What follows belongs to an exercise in optimizing a design on an open flow for small area; a production flow would make more cautious choices.
Function was checked by simulation only, so behaviour that the tests miss may differ from the original.

job 5280:
==> flow/design.v (excerpt) <==
module systolic_array #(
    parameter SIZE = 4,               
    parameter DATA_WIDTH = 8,
    parameter ACC_WIDTH = 32
)(
    input wire clk,
    input wire rst_n,
    input wire enable,
    input wire acc_clear,
    input wire signed [DATA_WIDTH-1:0] a_in_0,
    input wire signed [DATA_WIDTH-1:0] a_in_1,
    input wire signed [DATA_WIDTH-1:0] a_in_2,
    input wire signed [DATA_WIDTH-1:0] a_in_3,
    input wire signed [DATA_WIDTH-1:0] w_in_0,
    input wire signed [DATA_WIDTH-1:0] w_in_1,
    input wire signed [DATA_WIDTH-1:0] w_in_2,
    input wire signed [DATA_WIDTH-1:0] w_in_3,
    output wire signed [ACC_WIDTH-1:0] acc_out_00, acc_out_01, acc_out_02, acc_out_03,
    output wire signed [ACC_WIDTH-1:0] acc_out_10, acc_out_11, acc_out_12, acc_out_13,
    output wire signed [ACC_WIDTH-1:0] acc_out_20, acc_out_21, acc_out_22, acc_out_23,
    output wire signed [ACC_WIDTH-1:0] acc_out_30, acc_out_31, acc_out_32, acc_out_33
);
Settings: LEC_CHECK=0, ABC_AREA=1, CAP_MARGIN=20, CORE_MARGIN=2, CORE_UTILIZATION=40, SLEW_MARGIN=20, SYNTH_HIERARCHICAL=1, SYNTH_MINIMUM_KEEP_SIZE=0; clock period 12.0 ns.
run.sh (not shown) runs the stock make flow with config.mk's settings and CLKGATE_MAP_FILE= SYNTH_SCRIPT=/design/flow/synth_recipe.tcl, a recipe that flattens the netlist after the stock synthesis.
Setup changes, job 5280 to job 5553
--- a/flow/design.v
+++ b/flow/design.v
@@ -1,24 +1,25 @@
 module mac_unit #(
     parameter DATA_WIDTH = 8,
     parameter ACC_WIDTH = 32
 )(
     input wire clk,
     input wire rst_n,
     input wire enable,
+    input wire gate,
     input wire clr,
     input wire signed [7:0] a_in,
     input wire signed [7:0] w_in,
     output reg signed [7:0] a_out,
     output reg signed [7:0] w_out,
     output reg signed [31:0] acc_out
 );
-    wire [7:0] ag = a_out & {8{enable}};
+    wire [7:0] ag = a_out & {8{gate}};
     wire [31:0] base = acc_out & {32{~clr}};
     wire [31:0] nxt;
     wire pp1;
     wire pp2;
     wire pp3;
     wire pp4;
     wire pp5;
     wire pp6;
     wire pp7;
@@ -453,30 +454,29 @@
     assign az250 = az247 & ~base[28];
     assign s251 = base[29] ^ ((up210 & ao249) | (dn211 & az250));
     assign ao252 = ao249 & base[29];
     assign az253 = az250 & ~base[29];
     assign s254 = base[30] ^ ((up210 & ao252) | (dn211 & az253));
     assign ao255 = ao252 & base[30];
     assign az256 = az253 & ~base[30];
     assign s257 = base[31] ^ ((up210 & ao255) | (dn211 & az256));
     assign nxt = {s257, s254, s251, s248, s245, s242, s239, s236, s233, s230, s227, s224, s221, s218, s215, s212, s209, s205, s201, s195, s187, s177, s165, s151, s135, s119, s105, s93, s83, s75, s69, s65};
+    always @(posedge clk) begin
+        if (enable) begin
+            a_out <= a_in;
+            w_out <= w_in;
+        end
+    end
     always @(posedge clk or negedge rst_n) begin
-        if (!rst_n) begin
-            a_out <= 8'd0;
-            w_out <= 8'd0;
+        if (!rst_n)
             acc_out <= 32'd0;
-        end else begin
-            if (enable) begin
-                a_out <= a_in;
-                w_out <= w_in;
-            end
+        else
             acc_out <= nxt;
-        end
     end
 endmodule
 module mac_fa (
     input wire a,
     input wire b,
     input wire c,
     output wire s,
     output wire co
 );
@@ -543,29 +543,37 @@
     assign acc_out_33 = acc_wire[3][3];
     reg clr_q;
     always @(posedge clk or negedge rst_n) begin
         if (!rst_n)
             clr_q <= 1'b0;
         else if (enable)
             clr_q <= acc_clear;
     end
     wire clr = enable & clr_q;
+    reg [SIZE-1:0] loaded;
+    always @(posedge clk or negedge rst_n) begin
+        if (!rst_n)
+            loaded <= {SIZE{1'b0}};
+        else if (enable)
+            loaded <= {loaded[SIZE-2:0], 1'b1};
+    end
     genvar row, col;
     generate
         for (row = 0; row < SIZE; row = row + 1) begin : gen_row
             for (col = 0; col < SIZE; col = col + 1) begin : gen_col
                 mac_unit #(
                     .DATA_WIDTH(DATA_WIDTH),
                     .ACC_WIDTH(ACC_WIDTH)
                 ) pe (
                     .clk(clk),
                     .rst_n(rst_n),
                     .enable(enable),
+                    .gate(enable & loaded[(row > col) ? row : col]),
                     .clr(clr),
                     .a_in(a_wire[row][col]),
                     .w_in(w_wire[row][col]),
                     .a_out(a_wire[row][col+1]),
                     .w_out(w_wire[row+1][col]),
                     .acc_out(acc_wire[row][col])
                 );
             end
         end
Notes after the runs:
Job 5553: worst setup slack is 200 ps lower than what job 5280 reported.
Taking job 5280 as the reference, in job 5553 XOR/XNOR share of the synthesized area higher, count of flip-flops and latches went up 0.52%.
Final critical-path required period delta for job 5553 relative to job 5280: 200 ps higher
The clock skew in job 5553 sits 12 ps above the value recorded for job 5280.

separate check: timing with driven ports:
No port has a modelled driver above. Below, the same layouts with a new extraction and two added sets of constraints.
Step 1 (the two cells are an assumption about what drives the block):
set clk [get_ports {clk}]
set_driving_cell -lib_cell sky130_fd_sc_hd__clkbuf_16 $clk
set_driving_cell -lib_cell sky130_fd_sc_hd__buf_2 [delete_from_list [all_inputs] $clk]
Step 2 also shifts input and output timing later by t, the mid clock arrival at the registers, as if the neighbouring blocks saw the same clock.
Three values: ideal, step 1, step 2; two values: the first two.
run | t, ns | setup WS [ns] | worst hold slack (ns) | worst setup path after step 2 | cell pins on the clock port's net
job 5280 | 0.762 | 1.234 / 1.225 / 0.463 | 0.507 / 0.507 / 0.507 | input to register | 1
job 5553 | 0.778 | 1.033 / 1.064 / 0.286 | 0.455 / 0.455 / 0.455 | input to register | 1
After both steps setup and hold are still met in every run listed. For job 5280, which loses most, drivers alone change the setup slack by -0.009 ns; drivers and shift together by -0.771 ns.
